This design comes from an exercise in tuning for a short achievable clock period and few clock cycles on the open sky130 flow, not from production work. Function was checked by simulation only, so behaviour that the tests miss may differ from the original. Power and IR drop assume default switching activity.

==> inputs of v36 <==
==> flow/design.v (excerpt) <==
module riscv_core #(
    parameter XLEN = 32
) (
    input logic clk,
    input logic rst,
    output logic [XLEN-1:0] i_adr,
    output logic i_stb,
    input logic [XLEN-1:0] i_dat_r,
    input logic i_ack,
    output logic [XLEN-1:0] d_adr,
    output logic [XLEN-1:0] d_dat_w,
    output logic [XLEN/8-1:0] d_sel,
    output logic d_we,
    output logic d_stb,
    input logic [XLEN-1:0] d_dat_r,
    input logic d_ack
);
localparam logic [4:0] LOAD     = 5'b00000;
localparam logic [4:0] STORE    = 5'b01000;
localparam logic [4:0] BRANCH   = 5'b11000;
localparam logic [4:0] JALR     = 5'b11001;
localparam logic [4:0] MISC_MEM = 5'b00011;
localparam logic [4:0] JAL      = 5'b11011;
localparam logic [4:0] OP_IMM   = 5'b00100;
localparam logic [4:0] OP       = 5'b01100;
localparam logic [4:0] SYSTEM   = 5'b11100;
localparam logic [4:0] AUIPC    = 5'b00101;
localparam logic [4:0] LUI      = 5'b01101;
    logic [31:2] pc_f;
    logic        v_d;
    logic        hit_d;          
    logic [31:2] off_d;          
    logic [31:0] ir_d;
    logic [31:2] pc_d;
    logic        ex_wr, ex_load, ex_store, ex_jalr;
    logic        ex_c_eq, ex_c_ne, ex_c_lt, ex_c_ge, ex_c_ltu, ex_c_geu;
    logic [4:0]  ex_rd;
    logic [2:0]  ex_f3;
    logic [31:0] ex_a, ex_b, ex_sd, ex_link;
    logic [31:2] ex_alt;
    logic        ex_inv, ex_s_sum, ex_s_slt, ex_s_sltu, ex_s_xor, ex_s_or, ex_s_and,
                 ex_s_sll, ex_s_sr, ex_arith, ex_s_link;
    logic        mem_wr, mem_load, mem_memop;
    logic [4:0]  mem_rd;
    logic [2:0]  mem_f3;
    logic [31:0] mem_res, mem_sd;
    logic [3:0]  mem_sel;
    logic        wb_wr;
    logic [4:0]  wb_rd;
    logic [31:0] wb_res;
    logic [31:0] rf [1:31];
    assign i_adr   = {pc_f, 2'b00};
    assign i_stb   = 1'b1;
    assign d_adr   = mem_res;
    assign d_dat_w = mem_sd;
    assign d_sel   = mem_sel;
    assign d_we    = !mem_load;
    assign d_stb   = mem_memop;
    logic freeze;
    assign freeze = mem_memop & !d_ack;
    logic [4:0] opc_d, rs1_d, rs2_d, rd_d;
  ...
export LEC_CHECK = 0
export ABC_CLOCK_PERIOD_IN_PS = 3000
export CAP_MARGIN = 20
export CORE_MARGIN = 2
export CORE_UTILIZATION = 40
export PLACE_DENSITY = 0.6
export SLEW_MARGIN = 20
create_clock -name core_clock -period 10.0 [get_ports {clk}]
standard.sh (not shown) runs the stock make flow with config.mk's settings and CLKGATE_MAP_FILE= SYNTH_SCRIPT=/design/flow/synth_recipe.tcl, a recipe that flattens the netlist after the stock synthesis.
==> flow/flow/run.sh <==
#!/bin/bash
set -e
export SETUP_SLACK_MARGIN=7
bash standard.sh > standard.log 2>&1
==> inputs of v37, as changes to v36 <==
--- a/flow/design.v
+++ b/flow/design.v
@@ -33,22 +33,33 @@
 localparam logic [4:0] MISC_MEM = 5'b00011;
 localparam logic [4:0] JAL      = 5'b11011;
 localparam logic [4:0] OP_IMM   = 5'b00100;
 localparam logic [4:0] OP       = 5'b01100;
 localparam logic [4:0] SYSTEM   = 5'b11100;
 localparam logic [4:0] AUIPC    = 5'b00101;
 localparam logic [4:0] LUI      = 5'b01101;
     logic [31:2] pc_f;
+    logic [31:0] d_adr_q;        
     logic        v_d;
+    logic        hitf_d;         
+    logic [31:14] hi_d;          
     logic        hit_d;          
+    logic [2:0]  idx_d;          
     logic [31:2] off_d;          
     logic [31:0] ir_d;
     logic [31:2] pc_d;
-    logic        ex_wr, ex_load, ex_store, ex_jalr;
+    logic        ex_v;                       
+    logic        ex_kill;                    
+    logic        ex_wr, ex_load, ex_store, ex_jalr, ex_auipc;
+    logic        jr_q;
+    logic [31:2] jt_q;
+    logic        ex_fnt, ex_ft;              
+    logic [2:0]  ex_idx;
+    logic [31:2] ex_pc;
     logic        ex_c_eq, ex_c_ne, ex_c_lt, ex_c_ge, ex_c_ltu, ex_c_geu;
     logic [4:0]  ex_rd;
     logic [2:0]  ex_f3;
     logic [31:0] ex_a, ex_b, ex_sd, ex_link;
     logic [31:2] ex_alt;
     logic        ex_inv, ex_s_sum, ex_s_slt, ex_s_sltu, ex_s_xor, ex_s_or, ex_s_and,
                  ex_s_sll, ex_s_sr, ex_arith, ex_s_link;
     logic        mem_wr, mem_load, mem_memop;
@@ -57,17 +68,17 @@
     logic [31:0] mem_res, mem_sd;
     logic [3:0]  mem_sel;
     logic        wb_wr;
     logic [4:0]  wb_rd;
     logic [31:0] wb_res;
     logic [31:0] rf [1:31];
     assign i_adr   = {pc_f, 2'b00};
     assign i_stb   = 1'b1;
-    assign d_adr   = mem_res;
+    assign d_adr   = d_adr_q;
     assign d_dat_w = mem_sd;
     assign d_sel   = mem_sel;
     assign d_we    = !mem_load;
     assign d_stb   = mem_memop;
     logic freeze;
     assign freeze = mem_memop & !d_ack;
     logic [4:0] opc_d, rs1_d, rs2_d, rd_d;
     logic [2:0] f3_d;
@@ -98,17 +109,17 @@
     assign imm_j = {{12{ir_d[31]}}, ir_d[19:12], ir_d[20], ir_d[30:21], 1'b0};
     logic [31:2] tgt_d, pc4_d;
     logic        b_next_d;       
     assign tgt_d = pc_d + off_d;
     assign pc4_d = pc_d + 30'd1;
     assign b_next_d = imm_b == 32'd4;
     logic br_d, pred_d;
     assign br_d   = d_branch & !b_next_d;
-    assign pred_d = br_d & ir_d[31];           
+    assign pred_d = br_d & (ir_d[31] | hit_d);
     logic [31:0] r1_d, r2_d;
     always_comb begin
         r1_d = (rs1_d == 5'd0) ? 32'd0 : rf[rs1_d];
         r2_d = (rs2_d == 5'd0) ? 32'd0 : rf[rs2_d];
         if (wb_wr && wb_rd == rs1_d) r1_d = wb_res;
         if (wb_wr && wb_rd == rs2_d) r2_d = wb_res;
     end
     logic f1_m, f1_w, f2_m, f2_w;
@@ -150,27 +161,26 @@
     logic s_sum, s_slt, s_sltu, s_xor, s_or, s_and, s_sll, s_sr, inv_d, arith_d, s_link;
     always_comb begin
         s_sum = 0; s_slt = 0; s_sltu = 0; s_xor = 0; s_or = 0; s_and = 0;
         s_sll = 0; s_sr = 0; inv_d = 0; arith_d = ir_d[30]; s_link = 0;
         if (d_op | d_opimm) begin
             case (f3_d)
             3'b000: begin s_sum = 1; inv_d = d_op & ir_d[30]; end
             3'b001: s_sll = 1;
-            3'b010: begin s_slt = 1; inv_d = 1; end
-            3'b011: begin s_sltu = 1; inv_d = 1; end
+            3'b010: s_slt = 1;
+            3'b011: s_sltu = 1;
             3'b100: s_xor = 1;
             3'b101: s_sr = 1;
             3'b110: s_or = 1;
             default: s_and = 1;
             endcase
-        end else if (d_jal | d_jalr) begin
+        end else if (d_jal | d_jalr | d_auipc) begin
             s_link = 1;
         end else if (d_branch) begin
-            inv_d = 1;
         end else begin
             s_sum = 1;
         end
     end
     logic c_eq, c_ne, c_lt, c_ge, c_ltu, c_geu;
     always_comb begin
         c_eq = 0; c_ne = 0; c_lt = 0; c_ge = 0; c_ltu = 0; c_geu = 0;
         case (f3_d)
@@ -182,110 +192,161 @@
         3'b111: if (pred_d) c_ltu = 1; else c_geu = 1;
         default: ;
         endcase
     end
     logic ex_redirect;
     logic [31:2] ex_tgt;
     logic id_ok;          
     logic id_redirect;
-    assign id_ok = v_d && !ld_stall && !ex_redirect;
+    assign id_ok = v_d && !ld_stall;
     logic take_d;
     logic [31:2] nx_d;
-    assign take_d = d_jal || pred_d;
-    assign nx_d = take_d ? tgt_d : pc4_d;
-    assign id_redirect = v_d && !ld_stall && (hit_d ^ take_d);
+    logic fuse_d;
+    logic [31:2] jtgt_d;
+    logic [31:0] jsum_d;
+    assign fuse_d = d_jalr && ex_auipc && ex_rd == rs1_d;
+    assign jsum_d = ex_link + imm_i;
+    assign jtgt_d = jsum_d[31:2];
+    assign take_d = d_jal || pred_d || fuse_d;
+    assign nx_d = fuse_d ? jtgt_d : (take_d ? tgt_d : pc4_d);
+    assign hit_d = hitf_d && (hi_d == pc_d[31:14]);
+    assign id_redirect = v_d && !ld_stall && (hitf_d ? !(hit_d && take_d) : take_d);
+    logic [31:0] link_d;
+    assign link_d = d_auipc ? {pc_d[31:12] + ir_d[31:12], pc_d[11:2], 2'b00} : {pc4_d, 2'b00};
     localparam NBTB = 4;
+    localparam BW = 2;    
     logic [NBTB-1:0] btb_v;
     logic [31:2] btb_tag [NBTB];
     logic [31:2] btb_tgt [NBTB];
-    logic [1:0] btb_ptr;
+    logic [BW-1:0] btb_ptr;
     logic btb_hit;
     logic [31:2] btb_t;
+    logic [BW-1:0] btb_idx;
+    logic [31:14] btb_hi;
     always_comb begin
         btb_hit = 0;
         btb_t = '0;
+        btb_idx = '0;
+        btb_hi = '0;
         for (int i = 0; i < NBTB; i++) begin
-            if (btb_v[i] && btb_tag[i] == pc_f) begin
+            if (btb_v[i] && btb_tag[i][13:2] == pc_f[13:2]) begin
                 btb_hit = 1;
                 btb_t = btb_t | btb_tgt[i];
+                btb_hi = btb_hi | btb_tag[i][31:14];
+                btb_idx = btb_idx | BW'(i);
             end
         end
     end
+    logic        u_ins, u_del;
+    logic [BW-1:0] u_idx;
+    logic [31:2] u_pc, u_tgt;
     logic btb_wr;
-    assign btb_wr = v_d && !ld_stall && take_d && !hit_d;
+    assign btb_wr = v_d && !ld_stall && (d_jal || pred_d) && !hit_d;
     always @(posedge clk) begin
         if (rst) begin
             btb_v <= '0;
             btb_ptr <= '0;
-        end else if (btb_wr) begin
-            btb_v[btb_ptr] <= 1'b1;
-            btb_ptr <= btb_ptr + 1'b1;
+        end else begin
+            if (u_del) btb_v[u_idx] <= 1'b0;
+            if (u_ins || btb_wr) begin
+                btb_v[btb_ptr] <= 1'b1;
+                btb_ptr <= btb_ptr + 1'b1;
+            end
         end
-        if (btb_wr) begin
+        if (u_ins) begin
+            btb_tag[btb_ptr] <= u_pc;
+            btb_tgt[btb_ptr] <= u_tgt;
+        end else if (btb_wr) begin
             btb_tag[btb_ptr] <= pc_d;
             btb_tgt[btb_ptr] <= tgt_d;
         end
     end
     logic [31:2] pc_nx_id, pc_nx;
     always_comb begin
         if (ld_stall) pc_nx_id = pc_f;
         else if (id_redirect) pc_nx_id = nx_d;
         else if (i_ack) pc_nx_id = btb_hit ? btb_t : pc_f + 30'd1;
         else pc_nx_id = pc_f;
     end
-    assign pc_nx = ex_redirect ? ex_tgt : pc_nx_id;
+    logic [31:2] restart, pc_nx_nf;
+    assign restart = (ex_v && !ex_kill) ? ex_pc : (v_d ? pc_d : pc_f);
+    assign pc_nx_nf = freeze ? restart : (jr_q ? jt_q : pc_nx_id);
+    logic [31:2] tgt_nf;
+    assign tgt_nf = freeze ? restart : ex_tgt;
+    assign pc_nx = ex_redirect ? tgt_nf : pc_nx_nf;
     always @(posedge clk) begin
         if (rst) pc_f <= '0;
-        else if (!freeze) pc_f <= pc_nx;
+        else pc_f <= pc_nx;
+        if (rst) jr_q <= 1'b0;
+        else jr_q <= ex_jalr && !ex_kill && !freeze;
+        jt_q <= sum[31:2];
     end
     always @(posedge clk) begin
-        if (rst) begin
+        if (rst || freeze) begin
             v_d <= 1'b0;
-        end else if (!freeze) begin
-            if (ex_redirect) begin
+        end else begin
+            if (ex_redirect || jr_q) begin
                 v_d <= 1'b0;
             end else if (ld_stall) begin
             end else if (id_redirect) begin
                 v_d <= 1'b0;
             end else begin
                 v_d <= i_ack;
             end
         end
-        if (!freeze && !ld_stall) begin
-            hit_d <= btb_hit;
+        if (!ld_stall) begin
+            hitf_d <= btb_hit;
+            hi_d <= btb_hi;
+            idx_d <= btb_idx;
             ir_d <= i_dat_r;
             off_d <= (i_dat_r[6:2] == JAL) ? {{12{i_dat_r[31]}}, i_dat_r[19:12], i_dat_r[20], i_dat_r[30:22]}
                                            : {{20{i_dat_r[31]}}, i_dat_r[7], i_dat_r[30:25], i_dat_r[11:9]};
             pc_d <= pc_f;
         end
     end
     always @(posedge clk) begin
         if (rst) begin
-            ex_wr <= 0; ex_load <= 0; ex_store <= 0; ex_jalr <= 0;
+            ex_v <= 0;
+            ex_kill <= 0;
+            ex_wr <= 0; ex_load <= 0; ex_store <= 0; ex_jalr <= 0; ex_auipc <= 0;
+            ex_fnt <= 0; ex_ft <= 0;
             ex_c_eq <= 0; ex_c_ne <= 0; ex_c_lt <= 0; ex_c_ge <= 0; ex_c_ltu <= 0; ex_c_geu <= 0;
-        end else if (!freeze) begin
+        end else if (freeze) begin
+            ex_v <= 0;
+            ex_kill <= 0;
+            ex_wr <= 0; ex_load <= 0; ex_store <= 0; ex_jalr <= 0; ex_auipc <= 0;
+            ex_fnt <= 0; ex_ft <= 0;
+            ex_c_eq <= 0; ex_c_ne <= 0; ex_c_lt <= 0; ex_c_ge <= 0; ex_c_ltu <= 0; ex_c_geu <= 0;
+        end else begin
+            ex_v      <= id_ok;
+            ex_kill   <= ex_redirect || (ex_jalr && !ex_kill) || jr_q;
             ex_wr     <= id_ok & wr_d;
             ex_load   <= id_ok & d_load;
             ex_store  <= id_ok & d_store;
+            ex_fnt    <= id_ok & br_d & !ir_d[31] & !hit_d;
+            ex_ft     <= id_ok & br_d & !ir_d[31] & hit_d;
             ex_c_eq   <= id_ok & br_d & c_eq;
             ex_c_ne   <= id_ok & br_d & c_ne;
             ex_c_lt   <= id_ok & br_d & c_lt;
             ex_c_ge   <= id_ok & br_d & c_ge;
             ex_c_ltu  <= id_ok & br_d & c_ltu;
             ex_c_geu  <= id_ok & br_d & c_geu;
-            ex_jalr   <= id_ok & d_jalr;
+            ex_jalr   <= id_ok & d_jalr & !fuse_d;
+            ex_auipc  <= id_ok & d_auipc & wr_d;
         end
-        if (!freeze) begin
+        begin
             ex_rd    <= rd_d;
             ex_f3    <= f3_d;
-            ex_a     <= a_d;
+            ex_a     <= inv_d ? ~a_d : a_d;    
             ex_b     <= b_d;
             ex_sd    <= sd_d;
-            ex_link  <= {pc4_d, 2'b00};
+            ex_link  <= link_d;
+            ex_pc    <= pc_d;
+            ex_idx   <= idx_d;
             ex_alt   <= pred_d ? pc4_d : tgt_d;
             ex_inv   <= inv_d;
             ex_s_sum <= s_sum;
             ex_s_slt <= s_slt;
             ex_s_sltu <= s_sltu;
             ex_s_xor <= s_xor;
             ex_s_or  <= s_or;
             ex_s_and <= s_and;
@@ -296,29 +357,28 @@
         end
     end
     logic [31:0] a, b, sd;
     assign a  = ex_a;
     assign b  = ex_b;
     assign sd = ex_sd;
     logic [31:0] sum;
     always_comb begin
-        logic [31:0] bb, p0, g, p;
-        bb = ex_inv ? ~b : b;
-        p0 = a ^ bb;
-        g = a & bb;
-        g[0] = g[0] | (p0[0] & ex_inv);
+        logic [31:0] aa, p0, g, p;
+        aa = a;
+        p0 = aa ^ b;
+        g = aa & b;
         p = p0;
         for (int d = 1; d < 32; d = d * 2) begin
             for (int i = 31; i >= d; i--) begin
                 g[i] = g[i] | (p[i] & g[i - d]);
                 p[i] = p[i] & p[i - d];
             end
         end
-        sum = p0 ^ {g[30:0], ex_inv};
+        sum = p0 ^ {g[30:0], 1'b0} ^ {32{ex_inv}};
     end
     logic [30:0] lt_l0, eq_l0;
     logic lt_lo, eq_lo;
     assign lt_l0 = ~a[30:0] & b[30:0];
     assign eq_l0 = ~(a[30:0] ^ b[30:0]);
     always_comb begin
         logic [31:0] l, e;
         l = {1'b0, lt_l0};
@@ -344,40 +404,52 @@
                | ({32{ex_s_slt}} & {31'd0, lt})
                | ({32{ex_s_sltu}} & {31'd0, ltu})
                | ({32{ex_s_xor}} & (a ^ b))
                | ({32{ex_s_or}} & (a | b))
                | ({32{ex_s_and}} & (a & b))
                | ({32{ex_s_sll}} & sll)
                | ({32{ex_s_sr}} & sr)
                | ({32{ex_s_link}} & ex_link);
-    assign ex_redirect = ex_jalr | (ex_c_eq & eq) | (ex_c_ne & !eq) | (ex_c_lt & lt) | (ex_c_ge & !lt)
-                       | (ex_c_ltu & ltu) | (ex_c_geu & !ltu);
-    assign ex_tgt = ex_jalr ? sum[31:2] : ex_alt;
+    assign ex_redirect = !ex_kill & ((ex_c_eq & eq) | (ex_c_ne & !eq) | (ex_c_lt & lt) | (ex_c_ge & !lt)
+                                     | (ex_c_ltu & ltu) | (ex_c_geu & !ltu));
+    assign ex_tgt = ex_alt;
     logic [31:0] sd_w;
     logic [3:0]  sel_w;
     always_comb begin
         case (ex_f3[1:0])
         2'b00: begin sd_w = {4{sd[7:0]}};  sel_w = 4'b0001 << sum[1:0]; end
         2'b01: begin sd_w = {2{sd[15:0]}}; sel_w = sum[1] ? 4'b1100 : 4'b0011; end
         default: begin sd_w = sd;          sel_w = 4'b1111; end
         endcase
     end
     always @(posedge clk) begin
         if (rst) begin
+            u_ins <= 0; u_del <= 0;
+        end else begin
+            u_ins <= !freeze && ex_fnt && ex_redirect;
+            u_del <= !freeze && ex_ft && ex_redirect;
+        end
+        u_idx <= ex_idx;
+        u_pc  <= ex_pc;
+        u_tgt <= ex_alt;
+    end
+    always @(posedge clk) begin
+        if (rst) begin
             mem_wr <= 0; mem_load <= 0; mem_memop <= 0;
         end else if (!freeze) begin
-            mem_wr    <= ex_wr;
-            mem_load  <= ex_load;
-            mem_memop <= ex_load | ex_store;
+            mem_wr    <= ex_wr & !ex_kill;
+            mem_load  <= ex_load & !ex_kill;
+            mem_memop <= (ex_load | ex_store) & !ex_kill;
         end
         if (!freeze) begin
             mem_rd  <= ex_rd;
             mem_f3  <= ex_f3;
             mem_res <= res;
+            d_adr_q <= (ex_load | ex_store) ? res : 32'd0;
             mem_sd  <= sd_w;
             mem_sel <= sel_w;
         end
     end
     logic [31:0] ld_sh;
     assign ld_sh = d_dat_r >> {mem_res[1:0], 3'b000};
     always_comb begin
         case (mem_f3)
==> inputs of v29, as changes to v36 <==
--- a/flow/design.v
+++ b/flow/design.v
@@ -34,18 +34,16 @@
 localparam logic [4:0] JAL      = 5'b11011;
 localparam logic [4:0] OP_IMM   = 5'b00100;
 localparam logic [4:0] OP       = 5'b01100;
 localparam logic [4:0] SYSTEM   = 5'b11100;
 localparam logic [4:0] AUIPC    = 5'b00101;
 localparam logic [4:0] LUI      = 5'b01101;
     logic [31:2] pc_f;
     logic        v_d;
-    logic        hit_d;          
-    logic [31:2] off_d;          
     logic [31:0] ir_d;
     logic [31:2] pc_d;
     logic        ex_wr, ex_load, ex_store, ex_jalr;
     logic        ex_c_eq, ex_c_ne, ex_c_lt, ex_c_ge, ex_c_ltu, ex_c_geu;
     logic [4:0]  ex_rd;
     logic [2:0]  ex_f3;
     logic [31:0] ex_a, ex_b, ex_sd, ex_link;
     logic [31:2] ex_alt;
@@ -93,17 +91,17 @@
     logic [31:0] imm_i, imm_s, imm_b, imm_u, imm_j;
     assign imm_i = {{21{ir_d[31]}}, ir_d[30:20]};
     assign imm_s = {{21{ir_d[31]}}, ir_d[30:25], ir_d[11:7]};
     assign imm_b = {{20{ir_d[31]}}, ir_d[7], ir_d[30:25], ir_d[11:8], 1'b0};
     assign imm_u = {ir_d[31:12], 12'b0};
     assign imm_j = {{12{ir_d[31]}}, ir_d[19:12], ir_d[20], ir_d[30:21], 1'b0};
     logic [31:2] tgt_d, pc4_d;
     logic        b_next_d;       
-    assign tgt_d = pc_d + off_d;
+    assign tgt_d = pc_d + (d_jal ? imm_j[31:2] : imm_b[31:2]);
     assign pc4_d = pc_d + 30'd1;
     assign b_next_d = imm_b == 32'd4;
     logic br_d, pred_d;
     assign br_d   = d_branch & !b_next_d;
     assign pred_d = br_d & ir_d[31];           
     logic [31:0] r1_d, r2_d;
     always_comb begin
         r1_d = (rs1_d == 5'd0) ? 32'd0 : rf[rs1_d];
@@ -113,44 +111,34 @@
     end
     logic f1_m, f1_w, f2_m, f2_w;
     logic [31:0] res, wbv, r1_f, r2_f;
     assign f1_m = ex_wr && !ex_load && ex_rd == rs1_d;
     assign f1_w = mem_wr && mem_rd == rs1_d;
     assign f2_m = ex_wr && !ex_load && ex_rd == rs2_d;
     assign f2_w = mem_wr && mem_rd == rs2_d;
     always_comb begin
-        r1_f = f1_m ? res : (f1_w ? mem_res : r1_d);
-        r2_f = f2_m ? res : (f2_w ? mem_res : r2_d);
+        r1_f = f1_m ? res : (f1_w ? wbv : r1_d);
+        r2_f = f2_m ? res : (f2_w ? wbv : r2_d);
     end
     logic ld_stall;
     assign ld_stall = v_d && ex_load && ex_wr &&
                       ((use1_d && ex_rd == rs1_d) || (use2_d && ex_rd == rs2_d));
     logic a_rs1_d, b_rs2_d;
-    logic [31:0] a_d, b_d, sd_d, imm_d;
-    logic ld1_d, ld2_d;         
-    logic [31:0] ld_v;
-    assign ld1_d = a_rs1_d && !f1_m && f1_w && mem_load;
-    assign ld2_d = !f2_m && f2_w && mem_load;
+    logic [31:0] a_d, b_d, imm_d;
     assign a_rs1_d = !(d_lui | d_auipc);
     assign b_rs2_d = d_op | d_branch;
     always_comb begin
         if (d_lui | d_auipc) imm_d = imm_u;
         else if (d_store) imm_d = imm_s;
         else imm_d = imm_i;
         if (d_lui) a_d = 32'd0;
         else if (d_auipc) a_d = {pc_d, 2'b00};
         else a_d = r1_f;
         b_d = b_rs2_d ? r2_f : imm_d;
-        sd_d = r2_f;
-        if (ld1_d) a_d = ld_v;
-        if (ld2_d) begin
-            sd_d = ld_v;
-            if (b_rs2_d) b_d = ld_v;
-        end
     end
     logic s_sum, s_slt, s_sltu, s_xor, s_or, s_and, s_sll, s_sr, inv_d, arith_d, s_link;
     always_comb begin
         s_sum = 0; s_slt = 0; s_sltu = 0; s_xor = 0; s_or = 0; s_and = 0;
         s_sll = 0; s_sr = 0; inv_d = 0; arith_d = ir_d[30]; s_link = 0;
         if (d_op | d_opimm) begin
             case (f3_d)
             3'b000: begin s_sum = 1; inv_d = d_op & ir_d[30]; end
@@ -183,58 +171,22 @@
         default: ;
         endcase
     end
     logic ex_redirect;
     logic [31:2] ex_tgt;
     logic id_ok;          
     logic id_redirect;
     assign id_ok = v_d && !ld_stall && !ex_redirect;
-    logic take_d;
-    logic [31:2] nx_d;
-    assign take_d = d_jal || pred_d;
-    assign nx_d = take_d ? tgt_d : pc4_d;
-    assign id_redirect = v_d && !ld_stall && (hit_d ^ take_d);
-    localparam NBTB = 4;
-    logic [NBTB-1:0] btb_v;
-    logic [31:2] btb_tag [NBTB];
-    logic [31:2] btb_tgt [NBTB];
-    logic [1:0] btb_ptr;
-    logic btb_hit;
-    logic [31:2] btb_t;
-    always_comb begin
-        btb_hit = 0;
-        btb_t = '0;
-        for (int i = 0; i < NBTB; i++) begin
-            if (btb_v[i] && btb_tag[i] == pc_f) begin
-                btb_hit = 1;
-                btb_t = btb_t | btb_tgt[i];
-            end
-        end
-    end
-    logic btb_wr;
-    assign btb_wr = v_d && !ld_stall && take_d && !hit_d;
-    always @(posedge clk) begin
-        if (rst) begin
-            btb_v <= '0;
-            btb_ptr <= '0;
-        end else if (btb_wr) begin
-            btb_v[btb_ptr] <= 1'b1;
-            btb_ptr <= btb_ptr + 1'b1;
-        end
-        if (btb_wr) begin
-            btb_tag[btb_ptr] <= pc_d;
-            btb_tgt[btb_ptr] <= tgt_d;
-        end
-    end
+    assign id_redirect = v_d && !ld_stall && (d_jal || pred_d);
     logic [31:2] pc_nx_id, pc_nx;
     always_comb begin
         if (ld_stall) pc_nx_id = pc_f;
-        else if (id_redirect) pc_nx_id = nx_d;
-        else if (i_ack) pc_nx_id = btb_hit ? btb_t : pc_f + 30'd1;
+        else if (id_redirect) pc_nx_id = tgt_d;
+        else if (i_ack) pc_nx_id = pc_f + 30'd1;
         else pc_nx_id = pc_f;
     end
     assign pc_nx = ex_redirect ? ex_tgt : pc_nx_id;
     always @(posedge clk) begin
         if (rst) pc_f <= '0;
         else if (!freeze) pc_f <= pc_nx;
     end
     always @(posedge clk) begin
@@ -246,20 +198,17 @@
             end else if (ld_stall) begin
             end else if (id_redirect) begin
                 v_d <= 1'b0;
             end else begin
                 v_d <= i_ack;
             end
         end
         if (!freeze && !ld_stall) begin
-            hit_d <= btb_hit;
             ir_d <= i_dat_r;
-            off_d <= (i_dat_r[6:2] == JAL) ? {{12{i_dat_r[31]}}, i_dat_r[19:12], i_dat_r[20], i_dat_r[30:22]}
-                                           : {{20{i_dat_r[31]}}, i_dat_r[7], i_dat_r[30:25], i_dat_r[11:9]};
             pc_d <= pc_f;
         end
     end
     always @(posedge clk) begin
         if (rst) begin
             ex_wr <= 0; ex_load <= 0; ex_store <= 0; ex_jalr <= 0;
             ex_c_eq <= 0; ex_c_ne <= 0; ex_c_lt <= 0; ex_c_ge <= 0; ex_c_ltu <= 0; ex_c_geu <= 0;
         end else if (!freeze) begin
@@ -274,17 +223,17 @@
             ex_c_geu  <= id_ok & br_d & c_geu;
             ex_jalr   <= id_ok & d_jalr;
         end
         if (!freeze) begin
             ex_rd    <= rd_d;
             ex_f3    <= f3_d;
             ex_a     <= a_d;
             ex_b     <= b_d;
-            ex_sd    <= sd_d;
+            ex_sd    <= r2_f;
             ex_link  <= {pc4_d, 2'b00};
             ex_alt   <= pred_d ? pc4_d : tgt_d;
             ex_inv   <= inv_d;
             ex_s_sum <= s_sum;
             ex_s_slt <= s_slt;
             ex_s_sltu <= s_sltu;
             ex_s_xor <= s_xor;
             ex_s_or  <= s_or;
@@ -372,17 +321,17 @@
         if (!freeze) begin
             mem_rd  <= ex_rd;
             mem_f3  <= ex_f3;
             mem_res <= res;
             mem_sd  <= sd_w;
             mem_sel <= sel_w;
         end
     end
-    logic [31:0] ld_sh;
+    logic [31:0] ld_sh, ld_v;
     assign ld_sh = d_dat_r >> {mem_res[1:0], 3'b000};
     always_comb begin
         case (mem_f3)
         3'b000: ld_v = {{24{ld_sh[7]}}, ld_sh[7:0]};
         3'b001: ld_v = {{16{ld_sh[15]}}, ld_sh[15:0]};
         3'b100: ld_v = {24'd0, ld_sh[7:0]};
         3'b101: ld_v = {16'd0, ld_sh[15:0]};
         default: ld_v = ld_sh;
==> notes.md <==
| quantity | v36 | v37 | v29 |
|---|---|---|---|
| Int Pwr | 15.3 mW | 16.4 mW | 12.5 mW |
| Met1 GRT Util | 40.9% | 38.6% | 34.6% |
| Vias after detailed routing | 63060 | 70845 | 52867 |
| Fraction of final layout cells with drive strength greater than 1 | 37.8% | 37.6% | 37.0% |
| Depth of the worst register-to-register path | 20 | 15 | 14 |
| Flip-flop and latch count after synthesis | 1654 | 1838 | 1395 |
| Compound-cell area share of the yosys netlist | 8.61% | 10.4% | 8.90% |
| Run status | finished clean | finished clean | finished clean |
| Detailed Route WL | 354 mm | 382 mm | 283 mm |
| Clock share of power | 28.4% | 30.7% | 31.7% |
| Starting DRC count in detailed routing | 9517 | 10347 | 6492 |
| Max stage delay on crit path | 600 ps | 430 ps | 470 ps |
| Launch point of the worst hold path | ex_f3[2] | ex_pc[19] | ex_f3[2] |
Testbench counts of v36, summed over its fixed seeds: cycles 23,919.
Testbench counts of v37, summed over its fixed seeds: cycles 23,244.
Testbench counts of v29, summed over its fixed seeds: cycles 24,431.

## port drivers added, routing unchanged
In the flow no input, the clock included, has a driving cell. The finished layouts below were timed again as built, in two steps.
Step 1 sets driving cells, clkbuf_16 on the clock port and buf_2 on the other inputs (assumed; they add their load-dependent delay and slew).
Step 2 moves the port delays by t, midway between the first and last clock arrival at a register: inputs arrive t later, outputs are due t later. That takes back most of the time a late clock gives input paths.
Slacks: no drivers / after step 1 / after step 2; pairs: no drivers / after step 1.
run | shift t [ns] | slack for setup (ns) | latest minus earliest clock arrival (ns) | cell pins on the clock port's net
v36 | 0.920 | 5.889 / 5.889 / 5.134 | 0.073 / 0.073 | 1
v37 | 0.958 | 6.130 / 6.130 / 5.584 | 0.109 / 0.109 | 1
v29 | 0.871 | 5.788 / 5.788 / 5.404 | 0.067 / 0.067 | 1
After both steps every run listed still meets setup and hold. The setup slack of v36, which loses most, moves by 0.000 ns with the drivers and by -0.755 ns with both steps.
